This design comes from an exercise in tuning for small area, a short achievable clock period and few clock cycles per item on the open sky130 flow, not from production work.
RTL that was checked went through simulation tests only; none was proved equivalent to the original.
Only the layout flow was run in runs 2 to 6; the RTL was not checked for function there.
No activity file was given, so power comes from the tool's default toggle rates.

==> flow/design.v (outline; a module is shown in full before it is edited, if it fits) <==
// module fa3: 4 lines
// module matrix_pipeline_mac_top: 5426 lines
module matrix_pipeline_mac_top (
    input wire clk,
    input wire rst,
    input wire start,
    input wire [7:0] a11, a12, a13,
    input wire [7:0] a21, a22, a23,
    input wire [7:0] a31, a32, a33,
    input wire [7:0] b11, b12, b13,
    input wire [7:0] b21, b22, b23,
    input wire [7:0] b31, b32, b33,
    output wire [15:0] c11, c12, c13,
    output wire [15:0] c21, c22, c23,
    output wire [15:0] c31, c32, c33,
    output reg done
);
  // ...
==> flow/flow/run.sh <==
#!/bin/bash
# The standard layout, with sky130_fd_sc_hd__buf_2 as the port buffers
# (ORFS otherwise buffers the ports with the slow clkdlybuf4s50_1 delay cell).
set -o pipefail
bash standard.sh BUFFER_PORTS_ARGS="-buffer_cell sky130_fd_sc_hd__buf_2" finish 2>&1 | tee standard_make.log
==> flow/standard.sh <==
#!/bin/bash
# synth_recipe.tcl (not shown) runs the flow's synth.tcl, then flattens the netlist and writes it again
# the make line also repeats each setting of config.mk as NAME=value (left out here)
make -C /OpenROAD-flow-scripts/flow DESIGN_CONFIG=/design/flow/config.mk WORK_HOME=/design/flow/orfs CLKGATE_MAP_FILE= SYNTH_SCRIPT=/design/flow/synth_recipe.tcl "${@:-finish}"
==> flow/config.mk <==
export PLATFORM = sky130hd
export DESIGN_NAME = matrix_pipeline_mac_top
export DESIGN_NICKNAME = matrix_pipeline_mac_top
export VERILOG_FILES = /design/flow/design.v
export SDC_FILE = /design/flow/constraint.sdc
export NUM_CORES = 4
export LEC_CHECK = 0
export CAP_MARGIN = 20
export CORE_MARGIN = 2
export CORE_UTILIZATION = 40
export SLEW_MARGIN = 20
export SYNTH_HIERARCHICAL = 1
export SYNTH_MINIMUM_KEEP_SIZE = 0
==> flow/constraint.sdc <==
create_clock -name core_clock -period 6.0 [get_ports {clk}]
set_input_delay 1.2000 -clock core_clock [delete_from_list [all_inputs] [get_ports {clk}]]
set_output_delay 1.2000 -clock core_clock [all_outputs]
set_load 0.01 [all_outputs]
==> flow_summary.ini, run 1 <==
[run_status]
run_status = complete, no violations

[routing]
wl_met3_um = 19170
wire_per_inst_um = 25.61
wl_met2_um = 78470
drt_first_pass_iters = 7

[grt]
grt_overflow_total = 0
gr-usage-met3_pct = 8.176

[power]
p_total_mw = 24.56
power_leader = combinational cells
p_per_area_nw_per_um2 = 438.2

[sta]
skew_ns = 0
rsz0062_at_grt = false

[die]
start_util_pct = 40.41
die_h_um = 360.6

[logic_synthesis]
yosys.area_share.xor_xnor_pct = 1.240
avgSynthCellArea_um2 = 11.06
synth_cell_types = 36
synthAdderAreaFrac_pct = 63.22
synth_simple_gate_area_share_pct = 15.20

[run]
cap_violations = 0

[finish]
area_delta_synth_final_pct = 10.19
layout_common_cells = nand2_1, fa_1, inv_1, buf_2, edfxtp_1
final_layout_size_suffix_gt1_share_pct = 11.97
final_util_pct = 44.53
buffers = 499

[worst_setup_path]
cp_common_cell = fa_1

[placement]
gp_congestion = 0.9025
Testbench counts, summed over its fixed seeds: cycles 960, items 960.
==> run 2, diff against run 1 <==
--- a/flow/design.v
+++ b/flow/design.v
@@ -5389,33 +5389,42 @@
             t33_r20 <= t33_c166;
             t33_r21 <= t33_s167;
             t33_r22 <= t33_c167;
             t33_r23 <= t33_s168;
             t33_r24 <= t33_x2;
             t33_r25 <= t33_c175;
         end
     end
-    wire [9:0] t11_hi = {t11_r24, t11_r22, t11_r20, t11_r18, t11_r16, t11_r14, t11_r12, t11_r10, t11_r8, t11_r6} + {1'b1, t11_r23, t11_r21, t11_r19, t11_r17, t11_r15, t11_r13, t11_r11, t11_r9, t11_r7} + {9'd0, t11_r25};
+    wire [10:0] t11_hx = {{t11_r24, t11_r22, t11_r20, t11_r18, t11_r16, t11_r14, t11_r12, t11_r10, t11_r8, t11_r6}, 1'b1} + {{1'b1, t11_r23, t11_r21, t11_r19, t11_r17, t11_r15, t11_r13, t11_r11, t11_r9, t11_r7}, t11_r25};
+    wire [9:0] t11_hi = t11_hx[10:1];
     wire [15:0] t11_sum = ~{t11_hi, {t11_r5, t11_r4, t11_r3, t11_r2, t11_r1, t11_r0}};
-    wire [9:0] t12_hi = {t12_r24, t12_r22, t12_r20, t12_r18, t12_r16, t12_r14, t12_r12, t12_r10, t12_r8, t12_r6} + {1'b1, t12_r23, t12_r21, t12_r19, t12_r17, t12_r15, t12_r13, t12_r11, t12_r9, t12_r7} + {9'd0, t12_r25};
+    wire [10:0] t12_hx = {{t12_r24, t12_r22, t12_r20, t12_r18, t12_r16, t12_r14, t12_r12, t12_r10, t12_r8, t12_r6}, 1'b1} + {{1'b1, t12_r23, t12_r21, t12_r19, t12_r17, t12_r15, t12_r13, t12_r11, t12_r9, t12_r7}, t12_r25};
+    wire [9:0] t12_hi = t12_hx[10:1];
     wire [15:0] t12_sum = ~{t12_hi, {t12_r5, t12_r4, t12_r3, t12_r2, t12_r1, t12_r0}};
-    wire [9:0] t13_hi = {t13_r24, t13_r22, t13_r20, t13_r18, t13_r16, t13_r14, t13_r12, t13_r10, t13_r8, t13_r6} + {1'b1, t13_r23, t13_r21, t13_r19, t13_r17, t13_r15, t13_r13, t13_r11, t13_r9, t13_r7} + {9'd0, t13_r25};
+    wire [10:0] t13_hx = {{t13_r24, t13_r22, t13_r20, t13_r18, t13_r16, t13_r14, t13_r12, t13_r10, t13_r8, t13_r6}, 1'b1} + {{1'b1, t13_r23, t13_r21, t13_r19, t13_r17, t13_r15, t13_r13, t13_r11, t13_r9, t13_r7}, t13_r25};
+    wire [9:0] t13_hi = t13_hx[10:1];
     wire [15:0] t13_sum = ~{t13_hi, {t13_r5, t13_r4, t13_r3, t13_r2, t13_r1, t13_r0}};
-    wire [9:0] t21_hi = {t21_r24, t21_r22, t21_r20, t21_r18, t21_r16, t21_r14, t21_r12, t21_r10, t21_r8, t21_r6} + {1'b1, t21_r23, t21_r21, t21_r19, t21_r17, t21_r15, t21_r13, t21_r11, t21_r9, t21_r7} + {9'd0, t21_r25};
+    wire [10:0] t21_hx = {{t21_r24, t21_r22, t21_r20, t21_r18, t21_r16, t21_r14, t21_r12, t21_r10, t21_r8, t21_r6}, 1'b1} + {{1'b1, t21_r23, t21_r21, t21_r19, t21_r17, t21_r15, t21_r13, t21_r11, t21_r9, t21_r7}, t21_r25};
+    wire [9:0] t21_hi = t21_hx[10:1];
     wire [15:0] t21_sum = ~{t21_hi, {t21_r5, t21_r4, t21_r3, t21_r2, t21_r1, t21_r0}};
-    wire [9:0] t22_hi = {t22_r24, t22_r22, t22_r20, t22_r18, t22_r16, t22_r14, t22_r12, t22_r10, t22_r8, t22_r6} + {1'b1, t22_r23, t22_r21, t22_r19, t22_r17, t22_r15, t22_r13, t22_r11, t22_r9, t22_r7} + {9'd0, t22_r25};
+    wire [10:0] t22_hx = {{t22_r24, t22_r22, t22_r20, t22_r18, t22_r16, t22_r14, t22_r12, t22_r10, t22_r8, t22_r6}, 1'b1} + {{1'b1, t22_r23, t22_r21, t22_r19, t22_r17, t22_r15, t22_r13, t22_r11, t22_r9, t22_r7}, t22_r25};
+    wire [9:0] t22_hi = t22_hx[10:1];
     wire [15:0] t22_sum = ~{t22_hi, {t22_r5, t22_r4, t22_r3, t22_r2, t22_r1, t22_r0}};
-    wire [9:0] t23_hi = {t23_r24, t23_r22, t23_r20, t23_r18, t23_r16, t23_r14, t23_r12, t23_r10, t23_r8, t23_r6} + {1'b1, t23_r23, t23_r21, t23_r19, t23_r17, t23_r15, t23_r13, t23_r11, t23_r9, t23_r7} + {9'd0, t23_r25};
+    wire [10:0] t23_hx = {{t23_r24, t23_r22, t23_r20, t23_r18, t23_r16, t23_r14, t23_r12, t23_r10, t23_r8, t23_r6}, 1'b1} + {{1'b1, t23_r23, t23_r21, t23_r19, t23_r17, t23_r15, t23_r13, t23_r11, t23_r9, t23_r7}, t23_r25};
+    wire [9:0] t23_hi = t23_hx[10:1];
     wire [15:0] t23_sum = ~{t23_hi, {t23_r5, t23_r4, t23_r3, t23_r2, t23_r1, t23_r0}};
-    wire [9:0] t31_hi = {t31_r24, t31_r22, t31_r20, t31_r18, t31_r16, t31_r14, t31_r12, t31_r10, t31_r8, t31_r6} + {1'b1, t31_r23, t31_r21, t31_r19, t31_r17, t31_r15, t31_r13, t31_r11, t31_r9, t31_r7} + {9'd0, t31_r25};
+    wire [10:0] t31_hx = {{t31_r24, t31_r22, t31_r20, t31_r18, t31_r16, t31_r14, t31_r12, t31_r10, t31_r8, t31_r6}, 1'b1} + {{1'b1, t31_r23, t31_r21, t31_r19, t31_r17, t31_r15, t31_r13, t31_r11, t31_r9, t31_r7}, t31_r25};
+    wire [9:0] t31_hi = t31_hx[10:1];
     wire [15:0] t31_sum = ~{t31_hi, {t31_r5, t31_r4, t31_r3, t31_r2, t31_r1, t31_r0}};
-    wire [9:0] t32_hi = {t32_r24, t32_r22, t32_r20, t32_r18, t32_r16, t32_r14, t32_r12, t32_r10, t32_r8, t32_r6} + {1'b1, t32_r23, t32_r21, t32_r19, t32_r17, t32_r15, t32_r13, t32_r11, t32_r9, t32_r7} + {9'd0, t32_r25};
+    wire [10:0] t32_hx = {{t32_r24, t32_r22, t32_r20, t32_r18, t32_r16, t32_r14, t32_r12, t32_r10, t32_r8, t32_r6}, 1'b1} + {{1'b1, t32_r23, t32_r21, t32_r19, t32_r17, t32_r15, t32_r13, t32_r11, t32_r9, t32_r7}, t32_r25};
+    wire [9:0] t32_hi = t32_hx[10:1];
     wire [15:0] t32_sum = ~{t32_hi, {t32_r5, t32_r4, t32_r3, t32_r2, t32_r1, t32_r0}};
-    wire [9:0] t33_hi = {t33_r24, t33_r22, t33_r20, t33_r18, t33_r16, t33_r14, t33_r12, t33_r10, t33_r8, t33_r6} + {1'b1, t33_r23, t33_r21, t33_r19, t33_r17, t33_r15, t33_r13, t33_r11, t33_r9, t33_r7} + {9'd0, t33_r25};
+    wire [10:0] t33_hx = {{t33_r24, t33_r22, t33_r20, t33_r18, t33_r16, t33_r14, t33_r12, t33_r10, t33_r8, t33_r6}, 1'b1} + {{1'b1, t33_r23, t33_r21, t33_r19, t33_r17, t33_r15, t33_r13, t33_r11, t33_r9, t33_r7}, t33_r25};
+    wire [9:0] t33_hi = t33_hx[10:1];
     wire [15:0] t33_sum = ~{t33_hi, {t33_r5, t33_r4, t33_r3, t33_r2, t33_r1, t33_r0}};
     assign c11 = t11_sum;
     assign c12 = t12_sum;
     assign c13 = t13_sum;
     assign c21 = t21_sum;
     assign c22 = t22_sum;
     assign c23 = t23_sum;
     assign c31 = t31_sum;
==> flow/flow/run.sh (replaced) <==
#!/bin/bash
# The standard layout, with sky130_fd_sc_hd__buf_4 as the port buffers
# (ORFS otherwise buffers the ports with the slow clkdlybuf4s50_1 delay cell).
set -o pipefail
bash standard.sh BUFFER_PORTS_ARGS="-buffer_cell sky130_fd_sc_hd__buf_4" finish 2>&1 | tee standard_make.log
==> flow/config.mk (replaced) <==
export PLATFORM = sky130hd
export DESIGN_NAME = matrix_pipeline_mac_top
export DESIGN_NICKNAME = matrix_pipeline_mac_top
export VERILOG_FILES = /design/flow/design.v
export SDC_FILE = /design/flow/constraint.sdc
export NUM_CORES = 4
export LEC_CHECK = 0
export CAP_MARGIN = 20
export CORE_MARGIN = 2
export CORE_UTILIZATION = 65
export SLEW_MARGIN = 20
export SYNTH_HIERARCHICAL = 1
export SYNTH_MINIMUM_KEEP_SIZE = 0
==> run 2 against run 1 <==
Still clean on timing, DRC and antenna. Synthesized cell count is 0.54% higher. Die area is 38% lower. Non-clock buffer count fell by 199. Design area fell by 2.9%. Combinational power grew 4%. Sequential cell count unchanged. Worst hold slack better by 0.037 ns. Utilization increased by 26 points. Synthesized area decreased by 0.11%. Register-to-register slack about the same. Count of clock-buffer cells in the layout increased by 2. Largest cell class unchanged.
==> flow_summary.ini, run 2 <==
[finish]
final_util_pct = 70.25
layout_commonest_cell = nand2_1
seqCellArea_um2 = 7052
final_layout_size_suffix_gt1_share_pct = 8.135
layout_common_cells = nand2_1, fa_1, inv_1, buf_4, edfxtp_1
multi_input_area_um2 = 41470
layout.nets = 6492
final_cell_area_um2 = 54420
fill_cells = 5817
fin_cells = 5739
area_delta_synth_final_pct = 7.081

[routing]
ant_nets = 0
routed_wl_um = 154700
wire_per_inst_um = 26.95
drt_first_pass_iters = 9
vias_per_cell = 6.404
vias = 36750
drcViolationCount = 0
detail_route.iter0.violations = 3465

[logic_synthesis]
synthesis.nets = 6447
synth_simple_gate_area_share_pct = 15.08
synth_compound_gate_area_share_pct = 1.832
async_flop_share_pct = 0.4255
synth_top_family_by_area = adder cells
synth_cell_types = 37
synth_area_um2 = 50820
synthAdderAreaFrac_pct = 63.15
ys_ff_latch = 235
synth_top_area_share_pct = 58.50
synth_area_leaders = fa_1, edfxtp_1, nand2_1, ha_1, inv_1
synth_cells = 4626
yosys.area.top_type = fa_1
synth_common_cells = nand2_1, fa_1, inv_1, clkbuf_1, edfxtp_1
ys_seq_area_share_pct = 13.88
synth_most_common_cell = nand2_1
avgSynthCellArea_um2 = 10.99
yosys.area_share.xor_xnor_pct = 1.551
synth_edf_count = 234
synthFlopType = edfxtp_1
ys_warn_count = 7
synthMuxAreaShare_pct = 0

[die]
core.rowCount = 102
num_io_pins = 292
fp.dieW_um = 283.6
start_util_pct = 65.60
core_area_um2 = 77470
fp.dieArea_um2 = 80440
die_h_um = 283.6

[worst_setup_path]
cp.arrival_ns = 4.97
worst-setup-path-type = input port to flip-flop
crit_buf_inv = 1
cp_cell_sequence = buf_4, nand2_1, fa_1, fa_1, fa_1, fa_1, fa_1, fa_1, fa_1
crit_path_max_fanout = 24
cp-start-kind = input port
cp_common_cell = fa_1
cp_top_family = adder cells
cp_data_required_time_ns = 6.38
crit_slowest_cell = fa_1
critPathCaptureType = flip-flop
cpPeakStageDelay_ns = 0.61

[placement]
placed_cells = 5678
dp_hpwl_um = 106800
post_dp_cell_area_um2 = 53310
gp_congestion = 0.8924
numPortBuffers = 291

[hold_path]
hold_class = input port to asynchronous set/reset pin

[sta]
rsz0062_at_grt = false
finalSetupViolations = 0
period_needed_ns = 4.595
slew_headroom_pct = 49.78
setup_tns_ns = 0
max_slew.worst_pin.slew_ns = 0.7534
hold_violations = 0
holdWs_ns = 0.3928
skew_ns = 0
drv_slew = 0
fin_crit_sh_pct = 76.58
fmax_mhz = 217.6

[power]
pwr-share-seq_pct = 16.5
pwr-share-clk_pct = 8.2
ir_drop_mv = 0.7998
power.switching_mw = 11.44
p_int_mw = 13.81
p_leak_nw = 20.08
combinationalPowerShare_pct = 75.3
p_per_area_nw_per_um2 = 464.1
p_sw_share_pct = 45.30

[clock_tree]
cts_tree = built
clk_path_buf_depth = 3
h-tree-depth = 1
cts-root-buf = clkbuf_16
post_cts_buffers = 0
cts_hold_buf = 0
clock_sinks = 235
cts_buffers = 31
insertion_delay_ns = 0.64
path_clk_slew_ns = 0.06
cts_resized = 0

[run]
cap_violations = 0

[grt]
grt_max_degree = 117
grt_overflow_total = 0
grt_pass1_vias = 41731
grtUsageTotal_pct = 40.11
antenna_found_initial = 6
grt_pass1_wl_um = 240800

[run_status]
run_status = complete, no violations
run 2: area by class of cell:
type,count,area share (%)
Inverter,323,2.228
Timing Repair Buffer,300,4.175
Clock buffer,34,1.446
Sequential cell,235,12.96
Clock inverter,24,0.5725
Tap cell,1040,2.391
Multi-Input combinational cell,3780,76.21
Antenna cell,3,0.01380
run 2: per-module statistics from Yosys, one instance, submodules excluded:
module / area (µm²) / cells inside
fa3: 20.02 / 1
matrix_pipeline_mac_top: 21270 / 3150
run 2: worst paths after layout:
path | start | end | slack (ns) | depth (start not counted)
min in group core_clock | done | done | 0.49 | 1
setup / recovery | b13[2] | t23_r5 | 1.41 | 9
hold / removal | rst | done | 0.39 | 2
hold reg to reg | done | done | 0.49 | 1
max in group asynchronous | rst | done | 5.52 | 2
setup reg to reg | done | done | 5.22 | 1
run 2: cells by family after synthesis:
group / after synthesis
buffers and inverters: 611
XOR/XNOR: 90
AO/OA/AOI/OAI: 133
flip-flops: 235
AND/OR/NAND/NOR: 1883
adder cells (fa/ha/maj): 1674
run 2: stage by stage:
step	total power, mW	worst slack [ns]
6_report	25.25	1.405
5_1_grt	27.54	1.341
4_1_cts	25.20	1.465
3_3_place_gp	22.34	0.8716
3_5_place_dp	22.99	0.8031
2_1_floorplan	16.17	1.086
run 2: power groups by stage:
stage | combinational, mW | clock, mW | sequential (mW)
3_3_place_gp | 18.2 | 0 | 4.18
4_1_cts | 18.9 | 2.11 | 4.18
6_report | 19.0 | 2.07 | 4.17
2_1_floorplan | 12.1 | 0 | 4.07
5_1_grt | 21.1 | 2.16 | 4.26
3_5_place_dp | 18.8 | 0 | 4.20
run 2: per-layer routing:
metal | global-route usage [%] | share of wire (%)
met1 | 50.78 | 34
met2 | 64.62 | 48
met3 | 9.727 | 11
met4 | 21.80 | 6.5
met5 | 0 | 0.017
==> run 3, diff against run 2 <==
--- a/flow/config.mk
+++ b/flow/config.mk
@@ -9,3 +9,3 @@
 export CORE_MARGIN = 2
-export CORE_UTILIZATION = 65
+export CORE_UTILIZATION = 80
 export SLEW_MARGIN = 20
==> run 3 against run 2 <==
Sequential share of layout area grew 0.074 points. Utilization grew 16 points. Fmax shrank 1.2%. Cell count shrank 3.5%. Sequential cell count is the same. Via count grew 5.9%. First-iteration DRC count grew 61%. Worst hold slack gained 0.0043 ns. Non-clock buffer count shrank 4. Largest power group unchanged.
==> flow_summary.ini, run 3 <==
[die]
num_io_pins = 292
fp.dieArea_um2 = 65560
start_util_pct = 80.71
fp.dieW_um = 256.0
die_h_um = 256.0
core_area_um2 = 62970
core.rowCount = 92

[worst_setup_path]
reg2reg_depth = 1
crit_slowest_cell = fa_1
cp_common_cell = fa_1
worst-setup-path-type = input port to flip-flop
cp_cell_sequence = buf_4, nand2_1, fa_1, fa_1, fa_1, fa_1, fa_1, fa_1, fa_1
crit_end = t13_r13
cp-start-kind = input port
cpPeakStageDelay_ns = 0.55
critPathCaptureType = flip-flop
startpoint = b13[7]
regToRegSetupSlack_ns = 5.22
cp.arrival_ns = 5.02
cp_data_required_time_ns = 6.37
r2r-start = done
crit_path_max_fanout = 20
r2r-end = done

[logic_synthesis]
synth_area_leaders = fa_1, edfxtp_1, nand2_1, ha_1, inv_1
yosys.area.top_type = fa_1
synthFlopType = edfxtp_1
synth_area_um2 = 50820
ys_seq_area_share_pct = 13.88
avgSynthCellArea_um2 = 10.99
ys_ff_latch = 235
synth_common_cells = nand2_1, fa_1, inv_1, clkbuf_1, edfxtp_1
synth_edf_count = 234
synth_simple_gate_area_share_pct = 15.08
ys_warn_count = 7
synth_top_area_share_pct = 58.50
async_flop_share_pct = 0.4255
yosys.area_share.xor_xnor_pct = 1.551
synth_most_common_cell = nand2_1
synthAdderAreaFrac_pct = 63.15
synth_cell_types = 37
synth_compound_gate_area_share_pct = 1.832
synth_cells = 4626
synthMuxAreaShare_pct = 0
synthesis.nets = 6447
synth_top_family_by_area = adder cells

[sta]
fmax_mhz = 215.0
skew_ns = 0
period_needed_ns = 4.650
finalSetupViolations = 0
rsz0062_at_grt = false
max_slew.worst_pin.slew_ns = 0.7166
drv_slew = 0
hold_violations = 0
fin_crit_sh_pct = 77.51
setup_tns_ns = 0
slew_headroom_pct = 52.22

[clock_tree]
cts_hold_buf = 0
clk_path_buf_depth = 3
cts_buffers = 31
cts-root-buf = clkbuf_16
insertion_delay_ns = 0.63
cts_resized = 0
clock_sinks = 235
cts_tree = built
path_clk_slew_ns = 0.06
post_cts_buffers = 0
h-tree-depth = 1

[placement]
placed_cells = 5480
gp_congestion = 0.9259
numPortBuffers = 291
dp_hpwl_um = 106800

[finish]
area_delta_synth_final_pct = 6.475
layout_common_cells = nand2_1, fa_1, inv_1, buf_4, edfxtp_1
fin_cells = 5538
layout.nets = 6488
final_layout_size_suffix_gt1_share_pct = 8.061
layout_commonest_cell = nand2_1

[run_status]
run_status = complete, no violations

[routing]
vias = 38928
drcViolationCount = 0
drt_first_pass_iters = 7
routed_wl_um = 157900
wire_per_inst_um = 28.51
detail_route.iter0.violations = 5588
ant_nets = 0
vias_per_cell = 7.029

[run]
cap_violations = 0

[grt]
grt_overflow_total = 0
grtUsageTotal_pct = 50.29
antenna_found_initial = 6
grt_max_degree = 105
grt_pass1_wl_um = 243900
grt_pass1_vias = 44141

[power]
p_leak_nw = 20.04
p_per_area_nw_per_um2 = 479.2
ir_drop_mv = 0.7045

[hold_path]
hold_class = input port to asynchronous set/reset pin
run 3: final cells by class:
class                           instances  area, µm²
Tap cell                              846       1059
Clock inverter                         22      280.3
Sequential cell                       235       7052
Fill cell                            3198       8855
Multi-Input combinational cell       3780      41470
Timing Repair Buffer                  296       2242
Antenna cell                            3      7.507
Clock buffer                           33      783.3
Inverter                              323       1212
run 3: worst min-delay path by stage:
stage	from	to	slack, ns
final	rst	done	0.40
after global routing	rst	done	0.39
after CTS	rst	done	0.38
after detailed placement	done	done	0.47
after global placement	done	done	0.46
after floorplan	done	done	0.51
run 3: metrics by stage:
| stage | hold slack, ns | util, % | total power [mW] | instance area (µm²) | worst slack [ns] |
|---|---|---|---|---|---|
| 2_1_floorplan | 0.5121 | - | 16.17 | 50820 | 1.086 |
| 3_5_place_dp | 0.4681 | 84.24 | 23.16 | 53040 | 0.7801 |
| 5_1_grt | 0.3935 | 85.93 | 27.74 | 54110 | 1.301 |
| 3_3_place_gp | 0.4586 | 84.24 | 21.94 | 53040 | 0.8939 |
| 6_report | 0.3970 | 85.94 | 25.93 | 54110 | 1.350 |
| 4_1_cts | 0.3798 | 85.93 | 25.40 | 54100 | 1.445 |
run 3: power by group:
group	leakage, nW	internal (mW)	total (mW)	switching (mW)
Combinational	17.2	8.94	19.7	10.7
Clock	0.508	1.16	2.04	0.876
Sequential	2.31	3.86	4.21	0.342
run 3: kinds of logic (layout without fill, tap and decap cells):
family / count (synthesis) / in the layout
XOR/XNOR: 90 / 90
other: 0 / 3
AO/OA/AOI/OAI: 133 / 133
buffers and inverters: 611 / 674
adder cells (fa/ha/maj): 1674 / 1674
AND/OR/NAND/NOR: 1883 / 1883
flip-flops: 235 / 235
run 3: routing by layer:
layer	global-route usage, %	up-vias	wire (µm)
li1	-	14070	-
met1	60.59	19167	46550
met2	76.74	4318	71670
met3	17.54	1365	24680
met4	36.00	8	14900
met5	0	-	59
run 3: critical path: cells and delay by family:
kind          cells  cell delay (ns)
fa+ha+maj         7             3.35
buf+inv           1             0.32
simple gates      1             0.14
run 3: per-module statistics from Yosys, one instance, submodules excluded:
module / times used / area, µm² / flops+latches / cells
matrix_pipeline_mac_top: 1 / 21270 / 235 / 3150
fa3: 1476 / 20.02 / 0 / 1
==> run 4, diff against run 3 <==
--- a/flow/config.mk
+++ b/flow/config.mk
@@ -9,3 +9,4 @@
 export CORE_MARGIN = 2
-export CORE_UTILIZATION = 80
+export CORE_UTILIZATION = 65
+export SETUP_SLACK_MARGIN = 1.7
 export SLEW_MARGIN = 20
==> run 4 against run 3 <==
Synthesized area stayed put. Largest cell class unchanged. Synthesized cell count stayed put. Utilization fell by 13 points. Critical endpoint is now t12_r11. Design area increased by 4.5%. Still clean. Die area increased by 23%.
==> flow_summary.ini, run 4 <==
[sta]
max_slew.worst_pin.slew_ns = 0.8629
finalSetupViolations = 0
period_needed_ns = 4.319
fmax_mhz = 231.5
fin_crit_sh_pct = 71.99
drv_slew = 0
slew_headroom_pct = 42.47
rsz0062_at_grt = true
hold_violations = 0
setup_tns_ns = 0
skew_ns = 0

[worst_setup_path]
r2r-start = done
regToRegSetupSlack_ns = 5.22
cpPeakStageDelay_ns = 0.59
critPathCaptureType = flip-flop
crit_path_max_fanout = 24
cp_cell_sequence = buf_4, nand2_1, fa_1, fa_1, fa_2, fa_2, fa_1, fa_2
cp-start-kind = input port
cp_top_family = adder cells
crit_slowest_cell = fa_1
crit_buf_inv = 1
worst-setup-path-type = input port to flip-flop
cp.arrival_ns = 4.69
r2r-end = done
cp_data_required_time_ns = 6.37
reg2reg_depth = 1

[power]
p_sw_share_pct = 44.32
pwr-share-seq_pct = 16.2
p_leak_nw = 20.40
p_per_area_nw_per_um2 = 454.7
combinationalPowerShare_pct = 76.0
p_int_mw = 14.32
ir_drop_mv = 0.7093
pwr-share-clk_pct = 7.8
power.switching_mw = 11.40

[logic_synthesis]
synth_area_um2 = 50820
synth_edf_count = 234
async_flop_share_pct = 0.4255
synth_cells = 4626
synth_most_common_cell = nand2_1
synth_cell_types = 37
synthFlopType = edfxtp_1
ys_seq_area_share_pct = 13.88
avgSynthCellArea_um2 = 10.99
synth_common_cells = nand2_1, fa_1, inv_1, clkbuf_1, edfxtp_1
synth_top_area_share_pct = 58.50
ys_warn_count = 7
synth_area_leaders = fa_1, edfxtp_1, nand2_1, ha_1, inv_1
yosys.area.top_type = fa_1
synthesis.nets = 6447
ys_ff_latch = 235

[placement]
gp_congestion = 0.8922
placed_cells = 5671
dp_hpwl_um = 104600
numPortBuffers = 291

[clock_tree]
clk_path_buf_depth = 3
insertion_delay_ns = 0.65
path_clk_slew_ns = 0.06
cts-root-buf = clkbuf_16
clock_sinks = 235
cts_hold_buf = 0
h-tree-depth = 1
cts_tree = built
cts_buffers = 31

[grt]
gr-usage-met3_pct = 8.722
grt_pass1_wl_um = 234500
use_met2_pct = 63.20
grt_overflow_total = 0
antenna_found_initial = 2
grtUsageMet1_pct = 50.35
grt_max_degree = 101
grt_pass1_vias = 40694
grtUsageTotal_pct = 38.98
grt.busiest_layer = met2

[die]
fp.dieW_um = 283.6
core_area_um2 = 77470
core.rowCount = 102
num_io_pins = 292
die_h_um = 283.6
start_util_pct = 65.60
fp.dieArea_um2 = 80440

[routing]
wire_per_inst_um = 26.62
drcViolationCount = 0
vias_per_cell = 6.340
drt_first_pass_iters = 6
routed_wl_um = 152600
ant_nets = 0
detail_route.iter0.violations = 3557
vias = 36341

[finish]
n_antenna_cell = 0
final_layout_size_suffix_gt1_share_pct = 18.07
layout_commonest_cell = nand2_1
layout_common_cells = nand2_1, fa_1, fa_2, inv_1, edfxtp_1
fin_cells = 5732
layout.nets = 6488
area_delta_synth_final_pct = 11.31

[run_status]
run_status = complete, no violations

[run]
cap_violations = 0

[hold_path]
hold_class = input port to asynchronous set/reset pin
==> run 4: final cells by class <==
class	instances	area [µm²]
multi-input combinational	3780	42840
fill	5516	20900
sequential	235	7052
timing repair buffer	296	3089
tap	1040	1301
inverter	323	1212
clock buffer	36	794.5
clock inverter	22	276.5
==> run 4: repair_timing <==
action | CTS | global route
endpoints found under the setup margin | 43 | 54
gates resized for setup | 66 | 136
cloned | 0 | 3
buffers inserted | 0 | 0
pin swaps | 0 | 1
==> run 4: cell families after synthesis <==
| family | count (synthesis) | synth area share [%] |
|---|---|---|
| AO/OA/AOI/OAI | 133 | 1.832 |
| XOR/XNOR | 90 | 1.551 |
| adder cells (fa/ha/maj) | 1674 | 63.15 |
| buffers and inverters | 611 | 4.513 |
| flip-flops | 235 | 13.88 |
| AND/OR/NAND/NOR | 1883 | 15.08 |
==> run 4: stage by stage <==
stage	area, µm²	setup WS (ns)	total power, mW	utilization [%]	hold slack, ns
4_1_cts	55930	1.682	25.73	72.20	0.3561
2_1_floorplan	54300	1.283	16.96	-	0.5121
3_3_place_gp	54610	0.8944	23.00	70.50	0.4574
5_1_grt	56570	1.681	28.12	73.02	0.3844
3_5_place_dp	54610	0.8236	23.59	70.50	0.4633
6_report	56570	1.681	25.72	73.02	0.3835
==> run 4: how the worst max path moves through the flow <==
stage / depth (start not counted) / startpoint / to
after floorplan: 9 / a31[1] / t31_r15
after global placement: 9 / a31[0] / t31_r13
after detailed placement: 9 / a31[1] / t31_r13
after CTS: 9 / a31[0] / t31_r13
after global routing: 8 / a23[5] / t23_r13
final: 8 / a13[6] / t12_r11
==> run 4: layer usage <==
| metal | vias up | wire length (µm) |
|---|---|---|
| met2 | 2637 | 73950 |
| met3 | 596 | 17370 |
| li1 | 14089 | - |
| met1 | 19015 | 52830 |
| met5 | - | 26 |
| met4 | 4 | 8413 |
==> run 4: modules after synthesis, one instance, submodules excluded <==
module	copies in the design	flops+latches
fa3	1476	0
matrix_pipeline_mac_top	1	235
==> run 4: power by group through the flow <==
stage / Sequential (mW) / Combinational, mW / Clock, mW
after floorplan: 4.07 / 12.9 / 0
after global placement: 4.18 / 18.8 / 0
after detailed placement: 4.19 / 19.4 / 0
after CTS: 4.17 / 19.5 / 2.05
after global routing: 4.25 / 21.8 / 2.10
final: 4.17 / 19.5 / 2.01
==> run 5, diff against run 4 <==
==> flow/flow/run.sh (replaced) <==
#!/bin/bash
# The standard layout, with sky130_fd_sc_hd__buf_8 as the input port buffers
# and sky130_fd_sc_hd__buf_2 as the output port buffers (ORFS otherwise buffers
# every port with the slow clkdlybuf4s50_1 delay cell).  The output buffers
# are added right after global placement (flow/post_gpl.tcl), since the
# timing-driven global placement removes buffers before it buffers the ports.
set -o pipefail
bash standard.sh BUFFER_PORTS_ARGS="-inputs -buffer_cell sky130_fd_sc_hd__buf_8" \
    POST_GLOBAL_PLACE_TCL="$PWD/flow/post_gpl.tcl" finish 2>&1 | tee standard_make.log
==> flow/flow/post_gpl.tcl (new file) <==
# Buffer the output ports after global placement, with a small buffer: the
# output paths have slack to spare.
buffer_ports -outputs -buffer_cell sky130_fd_sc_hd__buf_2
--- a/flow/config.mk
+++ b/flow/config.mk
@@ -10,3 +10,2 @@
 export CORE_UTILIZATION = 65
-export SETUP_SLACK_MARGIN = 1.7
 export SLEW_MARGIN = 20
==> run 5 against run 4 <==
Sequential power is essentially flat. Global-route usage is 0.69 points higher. Combinational power is 6% lower. Synthesized area stayed put. Non-clock buffer count down 3. Sequential cell count stayed put. Synthesized cell count did not move. Design area down 2.7%. Die area unchanged. Routed wire length is 0.58% higher. Highest routed layer is now met4.
==> flow_summary.ini, run 5 <==
[routing]
drcViolationCount = 0
drt_first_pass_iters = 8
ant_nets = 0
detail_route.iter0.violations = 3529
wire_per_inst_um = 26.80
routed_wl_um = 153500
vias_per_cell = 6.378
vias = 36526

[clock_tree]
h-tree-depth = 1
post_cts_buffers = 0
cts_buffers = 30
cts_hold_buf = 0
clock_sinks = 235
cts-root-buf = clkbuf_16
cts_resized = 0
insertion_delay_ns = 0.63
cts_tree = built
path_clk_slew_ns = 0.06
clk_path_buf_depth = 3

[sta]
fin_crit_sh_pct = 74.66
setup_tns_ns = 0
max_slew.worst_pin.slew_ns = 0.7100
hold_violations = 0
drv_slew = 0
slew_headroom_pct = 52.67
period_needed_ns = 4.480
skew_ns = 0
fmax_mhz = 223.2
rsz0062_at_grt = false
finalSetupViolations = 0

[grt]
grt_overflow_total = 0
antenna_found_initial = 1
grt_max_degree = 114
grt_pass1_vias = 40798
grtUsageTotal_pct = 39.67
grt_pass1_wl_um = 238600

[worst_setup_path]
cp.arrival_ns = 4.84
critPathCaptureType = flip-flop
cp_cell_sequence = buf_8, nand2_1, fa_1, fa_1, fa_1, fa_1, fa_1, fa_1, fa_1
worst-setup-path-type = input port to flip-flop
cp-start-kind = input port
crit_slowest_cell = fa_1
cp_common_cell = fa_1
cpPeakStageDelay_ns = 0.54
cp_data_required_time_ns = 6.36
crit_path_max_fanout = 24
regToRegSetupSlack_ns = 5.22

[die]
num_io_pins = 292
fp.dieW_um = 283.6
fp.dieArea_um2 = 80440
core.rowCount = 102
core_area_um2 = 77470
die_h_um = 283.6
start_util_pct = 65.60

[logic_synthesis]
synth_area_leaders = fa_1, edfxtp_1, nand2_1, ha_1, inv_1
synth_cell_types = 37
synth_top_area_share_pct = 58.50
synthFlopType = edfxtp_1
avgSynthCellArea_um2 = 10.99
ys_seq_area_share_pct = 13.88
synthesis.nets = 6447
async_flop_share_pct = 0.4255
synth_edf_count = 234
synth_area_um2 = 50820
ys_ff_latch = 235
synth_common_cells = nand2_1, fa_1, inv_1, clkbuf_1, edfxtp_1
synth_most_common_cell = nand2_1
ys_warn_count = 7
synth_cells = 4626
yosys.area.top_type = fa_1

[finish]
layout_commonest_cell = nand2_1
area_delta_synth_final_pct = 8.312
final_util_pct = 71.06
fin_cells = 5727
final_cell_area_um2 = 55040
layout_common_cells = nand2_1, fa_1, inv_1, edfxtp_1, ha_1
layout.nets = 6484
final_layout_size_suffix_gt1_share_pct = 7.960

[power]
pwr-share-seq_pct = 17.0
combinationalPowerShare_pct = 74.9
p_per_area_nw_per_um2 = 443.6
ir_drop_mv = 0.5846
p_int_mw = 13.08
p_total_mw = 24.42
p_leak_nw = 20.28
pwr-share-clk_pct = 8.1
power.switching_mw = 11.34
p_sw_share_pct = 46.44

[run_status]
run_status = complete, no violations

[placement]
numPortBuffers = 291
placed_cells = 5671
dp_hpwl_um = 106500
post_dp_cell_area_um2 = 54000

[hold_path]
hold_class = input port to asynchronous set/reset pin

[run]
cap_violations = 0
run 5: changes by cell type in the layout (fill, tap and decap cells not counted), moves of 67 or more:
| cell | delta |
|---|---|
| buf_4 | -173 |
| buf_2 | +145 |
| buf_6 | -67 |
| nand2_1 | +110 |
| fa_1 | +338 |
| buf_8 | +120 |
| nand2_2 | -84 |
| fa_2 | -338 |
run 5: layout make-up:
type / count / area, µm²
clock inverters: 17 / 222.7
well taps: 1040 / 1301
repair buffers: 293 / 2958
clock buffers: 38 / 820.8
inverters: 323 / 1212
multi-input cells: 3780 / 41470
flip-flops and latches: 235 / 7052
diodes: 1 / 2.502
fillers: 5689 / 22420
run 5: worst max-delay path: cells and delay by family:
family / cells / cell delay, ns
buffers and inverters: 1 / 0.21
AND/OR/NAND/NOR: 1 / 0.13
adder cells (fa/ha/maj): 7 / 3.27
run 5: path summary, 6_finish.rpt:
| kind | depth (start not counted) | endpoint | start |
|---|---|---|---|
| setup / recovery | 9 | t31_r15 | b11[4] |
| hold / removal | 2 | done | rst |
| setup reg to reg | 1 | done | done |
| hold reg to reg | 1 | done | done |
| max in group asynchronous | 2 | done | rst |
| min in group core_clock | 1 | done | done |
run 5: per-layer routing:
| layer | vias up | global-route usage (%) | part of all wire [%] | routed length, µm |
|---|---|---|---|---|
| li1 | 14068 | - | - | - |
| met1 | 19233 | 52.46 | 35 | 54260 |
| met2 | 2681 | 63.79 | 48 | 74300 |
| met3 | 544 | 8.553 | 11 | 17090 |
| met4 | 0 | 18.51 | 5.1 | 7830 |
| met5 | - | 0 | 0 | 0 |
run 5: cells by family after synthesis:
logic type               synth area share (%)
AO/OA/AOI/OAI                           1.832
XOR/XNOR                                1.551
adder cells (fa/ha/maj)                 63.15
buffers and inverters                   4.513
flip-flops                              13.88
AND/OR/NAND/NOR                         15.08
run 5: modules after synthesis (local to each module, per instance):
module	cells inside	area, µm²	copies in the design	flip-flops and latches
matrix_pipeline_mac_top	3150	21270	1	235
fa3	1	20.02	1476	0
run 5: stage by stage:
stage | setup slack [ns] | hold WS [ns]
floorplan | 1.086 | 0.5121
global placement | 1.001 | 0.5322
detailed placement | 0.9239 | 0.4639
CTS | 1.593 | 0.3576
global route | 1.457 | 0.3702
finish | 1.520 | 0.3748
run 5: power groups by stage:
stage	logic, mW	registers, mW	clock network [mW]
after floorplan	12.1	4.07	0
after global placement	16.3	4.18	0
after detailed placement	18.1	4.19	0
after CTS	18.3	4.17	2.00
after global routing	20.4	4.24	2.06
final	18.3	4.16	1.97
==> run 6, diff against run 5 <==
--- a/flow/config.mk
+++ b/flow/config.mk
@@ -10,2 +10,3 @@
 export CORE_UTILIZATION = 65
+export SETUP_SLACK_MARGIN = 1.8
 export SLEW_MARGIN = 20
==> run 6 against run 5 <==
First-iteration DRC count rose by 29%. Critical path depth rose by 1. Clock power fell by 7%. Clock skew did not move. Synthesized area did not move. Die area did not move. Global-route usage rose by 0.84 points. Critical path type unchanged. Combinational power rose by 6%. Total power rose by 3.9%. Design area rose by 5.9%. Synthesized cell count did not move. Via count rose by 2.5%.
==> flow_summary.ini, run 6 <==
[logic_synthesis]
synthFlopType = edfxtp_1
synth_most_common_cell = nand2_1
synth_area_um2 = 50820
synthesis.nets = 6447
synth_top_area_share_pct = 58.50
synth_cell_types = 37
async_flop_share_pct = 0.4255
synth_area_leaders = fa_1, edfxtp_1, nand2_1, ha_1, inv_1
yosys.area.top_type = fa_1
synth_edf_count = 234
synth_common_cells = nand2_1, fa_1, inv_1, clkbuf_1, edfxtp_1
ys_warn_count = 7
ys_seq_area_share_pct = 13.88
avgSynthCellArea_um2 = 10.99
ys_ff_latch = 235
synth_cells = 4626

[placement]
dp_hpwl_um = 107600
placed_cells = 5671
post_dp_cell_area_um2 = 55700
numPortBuffers = 291

[die]
core.rowCount = 102
start_util_pct = 65.60
fp.dieArea_um2 = 80440
num_io_pins = 292
die_h_um = 283.6
fp.dieW_um = 283.6
core_area_um2 = 77470

[finish]
fin_cells = 5764
layout_commonest_cell = nand2_1
n_antenna_cell = 0
final_util_pct = 75.21
layout_common_cells = nand2_1, fa_1, fa_2, inv_1, edfxtp_1
final_layout_size_suffix_gt1_share_pct = 21.00
layout.nets = 6523
final_cell_area_um2 = 58260
fill_cells = 5205
area_delta_synth_final_pct = 14.65

[power]
p_per_area_nw_per_um2 = 435.3
p_leak_nw = 21.15
p_total_mw = 25.36
ir_drop_mv = 0.7660

[routing]
drt-met1-wl_um = 55300
ant_nets = 0
wire_per_inst_um = 28.41
wl_met2_um = 78120
drt_first_pass_iters = 8
detail_route.iter0.violations = 4548
top_layer_used = met5
drcViolationCount = 0
vias_per_cell = 6.495
vias = 37438
wl_met3_um = 20250
routed_wl_um = 163700

[worst_setup_path]
cp_data_required_time_ns = 6.34
cp-start-kind = input port
worst-setup-path-type = input port to flip-flop
crit_path_max_fanout = 24
critPathCaptureType = flip-flop
cp.arrival_ns = 4.65

[grt]
grt_overflow_total = 0
antenna_found_initial = 2
grt_pass1_vias = 41516
grtUsageTotal_pct = 40.50
grt_pass1_wl_um = 241600
grt_max_degree = 114

[sta]
setup_tns_ns = 0
finalSetupViolations = 0
fin_crit_sh_pct = 71.73
fmax_mhz = 232.4
rsz0062_at_grt = true
drv_slew = 0
period_needed_ns = 4.304
hold_violations = 0
max_slew.worst_pin.slew_ns = 0.7854
slew_headroom_pct = 47.64
skew_ns = 0

[clock_tree]
clk_path_buf_depth = 3
cts_tree = built
cts_hold_buf = 0
clock_sinks = 235
path_clk_slew_ns = 0.06
insertion_delay_ns = 0.61
cts-root-buf = clkbuf_16
h-tree-depth = 1
cts_buffers = 30

[run]
cap_violations = 0

[hold_path]
hold_class = input port to asynchronous set/reset pin

[run_status]
run_status = complete, no violations
run 6: cell types whose count changed in the layout (fill, tap and decap cells not counted), moves of 48 or more:
| cell | before | now |
|---|---|---|
| nand2_4 | 0 | 48 |
| buf_8 | 146 | 77 |
| fa_2 | 0 | 411 |
| fa_1 | 1485 | 1074 |
| nand2_2 | 4 | 102 |
| nand2_1 | 1612 | 1466 |
run 6: repair_timing:
action                                  4_1_cts  5_1_grt
endpoints found under the setup margin       25       37
gates cloned                                 12       18
setup buffers                                 3        6
resized for setup                            64       56
pin swaps                                     2       13
run 6: per-layer routing:
metal,track usage (%),vias to the layer above
met1,51.67,19495
met4,20.63,2
li1,-,14163
met5,0,-
met3,9.703,704
met2,65.60,3074
run 6: worst max-delay path: stages:
cell,delay [ns]
buf_12,0.14
and2_4,0.18
ha_4,0.25
inv_2,0.03
fa_2,0.44
fa_2,0.58
fa_2,0.46
fa_2,0.37
fa_2,0.54
fa_2,0.43
run 6: cell type report:
| type | count | area (µm²) | share of cell area, % |
|---|---|---|---|
| sequential | 235 | 7052 | 12.10 |
| timing repair buffer | 332 | 4499 | 7.722 |
| multi-input combinational | 3780 | 43230 | 74.19 |
| clock inverter | 18 | 178.9 | 0.3071 |
| clock buffer | 36 | 794.5 | 1.364 |
| inverter | 323 | 1212 | 2.081 |
| tap | 1040 | 1301 | 2.233 |
run 6: power by group:
group / total (mW) / internal (mW) / switching, mW
clock: 1.83 / 1.01 / 0.824
sequential: 4.18 / 3.86 / 0.317
combinational: 19.4 / 8.88 / 10.5
run 6: worst paths after layout:
kind | startpoint | end | slack, ns | cells after the start
min reg2reg | done | done | 0.51 | 1
max in group asynchronous | rst | done | 5.48 | 2
max | a31[7] | t31_r13 | 1.70 | 10
min in group core_clock | done | done | 0.51 | 1
min | rst | done | 0.41 | 2
max reg2reg | done | done | 5.19 | 1
run 6: per-module statistics from Yosys, one instance, submodules excluded:
module	flip-flops and latches	area (µm²)	cells	copies in the design
matrix_pipeline_mac_top	235	21270	3150	1
fa3	0	20.02	1	1476
run 6: cells by family after synthesis:
| logic type | after synthesis | synth area share [%] |
|---|---|---|
| DFF | 235 | 13.88 |
| buffers and inverters | 611 | 4.513 |
| adders and majority gates | 1674 | 63.15 |
| AOI/OAI and AO/OA | 133 | 1.832 |
| xor gates and xnor gates | 90 | 1.551 |
| and+or+nand+nor | 1883 | 15.08 |
run 6: metrics by stage:
step	hold WS, ns	setup slack (ns)
after global routing	0.3995	1.693
after global placement	0.5320	1.049
after CTS	0.3730	1.774
after detailed placement	0.5054	0.9999
after floorplan	0.5121	1.283
final	0.4146	1.696

## afterwards: timing with drivers on the ports
No port has a modelled driver above. Below, the same layouts with a new extraction and two added sets of constraints. Step 1 (the two cells are an assumption about what drives the block):
set clk [get_ports {clk}]
set_driving_cell -lib_cell sky130_fd_sc_hd__clkbuf_16 $clk
set_driving_cell -lib_cell sky130_fd_sc_hd__buf_2 [delete_from_list [all_inputs] $clk]
Step 2, shift: input delay + t, output delay - t, t = (earliest + latest rising clock arrival at the registers) / 2. This alone moves slack from input paths to output paths. Three values: no drivers, after step 1, after step 2; two values: the first two.
| run | t, ns | setup slack, ns | worst setup path at the end | worst slew at a driven data input, ns |
|---|---|---|---|---|
| run 1 | 0.714 | 1.224 / 1.226 / 0.512 | input to register | 0.18 |
| run 2 | 0.715 | 1.405 / 1.399 / 0.684 | input to register | 0.12 |
| run 3 | 0.712 | 1.350 / 1.374 / 0.662 | input to register | 0.12 |
| run 4 | 0.706 | 1.681 / 1.606 / 0.900 | input to register | 0.20 |
| run 5 | 0.703 | 1.520 / 1.536 / 0.833 | input to register | 0.14 |
| run 6 | 0.691 | 1.696 / 1.561 / 0.870 | input to register | 0.27 |
After both steps every run listed still meets setup and hold. The setup slack of run 6, which loses most, moves by -0.135 ns with the drivers and by -0.826 ns with both steps.
